What follows belongs to an exercise in optimizing a design on an open flow for small area; a production flow would make more cautious choices.
Only simulation tests tie the RTL to the original design; equivalence was not proved.
Power and IR drop assume default switching activity.

==> flow/design.v (excerpt) <==
module Car_Simulator_Top (
    input CLK,
    input RST,  
    input KEY_1, KEY_2, KEY_3, KEY_4, KEY_5, KEY_6,
    input KEY_7, KEY_8, KEY_9, KEY_STAR, KEY_0, KEY_SHARP,
    input [7:0] DIP_SW,
    output SPI_SCK, SPI_AD, SPI_DIN, input SPI_DOUT,
    output [7:0] SEG_DATA, SEG_COM,
    output PIEZO,
    output [7:0] LED,
    output LCD_RS, LCD_RW, LCD_E, output [7:0] LCD_DATA,
    output [7:0] SEG_1_DATA,
    output SERVO_PWM,
    output [3:0] FC_RED, output [3:0] FC_GREEN, output [3:0] FC_BLUE,
    output [3:0] STEP_MOTOR
);
For scale: roughly 2800 cells after synthesis, about 87 I/O pins.
==> flow/config.mk <==
export PLATFORM = sky130hd
export DESIGN_NAME = Car_Simulator_Top
export DESIGN_NICKNAME = Car_Simulator_Top
export VERILOG_FILES = /design/flow/design.v
export SDC_FILE = /design/flow/constraint.sdc
export NUM_CORES = 4
export LEC_CHECK = 0
export ABC_AREA = 1
export CAP_MARGIN = 20
export CORE_MARGIN = 2
export CORE_UTILIZATION = 65
export GPL_TIMING_DRIVEN = 0
export SLEW_MARGIN = 20
==> flow/constraint.sdc <==
create_clock -name core_clock -period 125.0 [get_ports {CLK}]
set_input_delay 25.0000 -clock core_clock [delete_from_list [all_inputs] [get_ports {CLK}]]
set_output_delay 25.0000 -clock core_clock [all_outputs]
set_load 0.01 [all_outputs]
standard.sh (not shown) runs the stock make flow with config.mk's settings and CLKGATE_MAP_FILE= SYNTH_SCRIPT=/design/flow/synth_recipe.tcl, a recipe that flattens the netlist after the stock synthesis.
==> flow/flow/run.sh <==
#!/bin/bash
# Own layout flow: the standard synthesis, then the combinational logic is
# re-mapped with a stronger ABC script (every flip-flop of the standard synthesis
# is kept, with its name and cell; eight seeds are tried and the smallest result is
# used), then the standard flow from floorplan to the final layout, with small
# port buffers and a clock tree of small buffers without dummy loads.
set -euo pipefail
W=$PWD
P=${FLOW_PLATFORM:-sky130hd}
LIB=$FLOW_HOME/platforms/$P/lib/sky130_fd_sc_hd__tt_025C_1v80.lib
R=$W/orfs/results/$P/Car_Simulator_Top/base
L=$W/orfs/logs/$P/Car_Simulator_Top/base
T=200

# 1. standard synthesis
bash standard.sh synth > $W/log_1_standard_synth.log 2>&1
cp $R/1_2_yosys.v $W/synth_standard.v

# 2. combinational cell models from the liberty file
yosys -q -l $W/log_2_cells.log -p "read_liberty -ignore_miss_func $LIB; write_verilog -noattr $W/allcells.v" > /dev/null 2>&1
python3 $W/flow/comb_cells.py $W/allcells.v $W/comb_cells.v > $W/log_3_comb_cells.log 2>&1

# 3. re-map with eight seeds, four at a time (same don't-use cells as the standard synthesis)
DU=$(grep -o "abc -script.*" $L/1_2_yosys.log | head -1 | grep -o -- "-dont_use [^ ]*" | tr '\n' ' ' || true)
remap() {
  local S=$1
  sed -e "s|{T}|$T|" -e "s|{SEED}|$S|" $W/flow/area.abc > $W/area_$S.abc
  sed -e "s|{LIB}|$LIB|g" -e "s|{IN}|$W/synth_standard.v|" -e "s|{TOP}|$FLOW_TOP|" \
      -e "s|{CELLS}|$W/comb_cells.v|" -e "s|{ABC}|$W/area_$S.abc|" -e "s|{DONTUSE}|$DU|" \
      -e "s|{STAT}|$W/synth_remap_stat_$S.txt|" -e "s|{OUT}|$W/synth_remap_$S.v|" $W/flow/remap.ys > $W/remap_$S.ys
  yosys -l $W/log_4_remap_$S.log -s $W/remap_$S.ys > /dev/null 2>&1 || rm -f $W/synth_remap_$S.v
}
for S in 1 2 3 4; do remap $S & done
wait
for S in 5 6 7 8; do remap $S & done
wait
BEST=""; BESTA=""
for S in 1 2 3 4 5 6 7 8; do
  if [[ -s $W/synth_remap_$S.v ]]; then
    A=$(grep "Chip area" $W/synth_remap_stat_$S.txt | awk '{print $NF}')
    echo "seed $S: $A" >> $W/log_5_choice.log
    if [[ -z "$BEST" ]] || python3 -c "import sys; sys.exit(0 if $A < $BESTA else 1)"; then BEST=$S; BESTA=$A; fi
  fi
done
if [[ -n "$BEST" ]]; then
  echo "using seed $BEST ($BESTA)" >> $W/log_5_choice.log
  cp $W/synth_remap_$BEST.v $W/synth_remap.v
  cp $W/synth_remap.v $R/1_2_yosys.v
  rm -f $R/1_synth.odb $R/1_synth.sdc
else
  echo "no re-mapped netlist; keeping the standard synthesis" >> $W/log_5_choice.log
fi

# 4. standard flow from the (re-mapped) netlist
export BUFFER_PORTS_ARGS="-buffer_cell sky130_fd_sc_hd__buf_1"
export CTS_ARGS="-sink_clustering_enable -repair_clock_nets -dont_use_dummy_load -buf_list sky130_fd_sc_hd__clkbuf_4 -sink_clustering_size 9 -sink_clustering_max_diameter 40"
bash standard.sh finish > $W/log_6_standard_flow.log 2>&1
==> flow/flow/area.abc <==
strash
&get -n
&deepsyn -T {T} -S {SEED}
&put
&get -n
&dch -f
&nf -a -R 1000
&put
strash
&get -n
&dch -f
&nf -a -R 1000
&put
strash
&get -n
&dch -f
&nf -a -R 1000
&put
topo
Other scripts of this flow, unchanged in this note and not shown: flow/flow/comb_cells.py, flow/flow/remap.ys
The baseline completed without violations.
Change:
--- a/flow/flow/run.sh
+++ b/flow/flow/run.sh
@@ -4 +4 @@
-# is kept, with its name and cell; eight seeds are tried and the smallest result is
+# is kept, with its name and cell; four seeds are tried and the smallest result is
@@ -13 +13 @@
-T=200
+T=240
@@ -23 +23 @@
-# 3. re-map with eight seeds, four at a time (same don't-use cells as the standard synthesis)
+# 3. re-map with four seeds in parallel (same don't-use cells as the standard synthesis)
@@ -25,2 +25 @@
-remap() {
-  local S=$1
+for S in 1 2 3 4; do
@@ -31,5 +30,2 @@
-  yosys -l $W/log_4_remap_$S.log -s $W/remap_$S.ys > /dev/null 2>&1 || rm -f $W/synth_remap_$S.v
-}
-for S in 1 2 3 4; do remap $S & done
-wait
-for S in 5 6 7 8; do remap $S & done
+  (yosys -l $W/log_4_remap_$S.log -s $W/remap_$S.ys > /dev/null 2>&1 || rm -f $W/synth_remap_$S.v) &
+done
@@ -38 +34 @@
-for S in 1 2 3 4 5 6 7 8; do
+for S in 1 2 3 4; do
--- a/flow/flow/area.abc
+++ b/flow/flow/area.abc
@@ -14,5 +13,0 @@
-strash
-&get -n
-&dch -f
-&nf -a -R 1000
-&put
--- a/flow/config.mk
+++ b/flow/config.mk
@@ -12 +11,0 @@
-export GPL_TIMING_DRIVEN = 0
=> The changed run passed the timing, design-rule and antenna checks. Clock power shrinks by about 1%. Worst setup slack gains 1.2 ns. Maximum frequency grows by 2.2%. Global-route usage grows by 0.93 points. Worst hold slack gains 0.0086 ns. Routed wire length grows by 4.1%. Cell count barely changes. Synthesized cell count grows by 1.0%. Via count grows by 1.6%. Sequential share of layout area shrinks by 0.19 points. First-iteration DRC count grows by 13%.

## what the ideal ports hide
How much do the figures lean on ideal ports? The routed layouts below were timed once more, with nothing changed but the port constraints. Step 1 assumes that a clkbuf_16 drives the clock port and a buf_2 every other input. Step 2 also shifts input and output timing later by t, the mid clock arrival at the registers, as if the neighbouring blocks saw the same clock. a / b / c = ideal / step 1 / step 2; a / b = the first two.
run	shift t [ns]	setup WS [ns]	hold slack, ns
the first run	0.829	68.797 / 68.762 / 68.762	0.351 / 0.351 / 0.351
the second run	0.761	69.987 / 69.964 / 69.964	0.359 / 0.359 / 0.359
After both steps setup and hold are still met in every run listed. For the first run, which loses most, drivers alone change the setup slack by -0.035 ns; drivers and shift together by -0.035 ns.
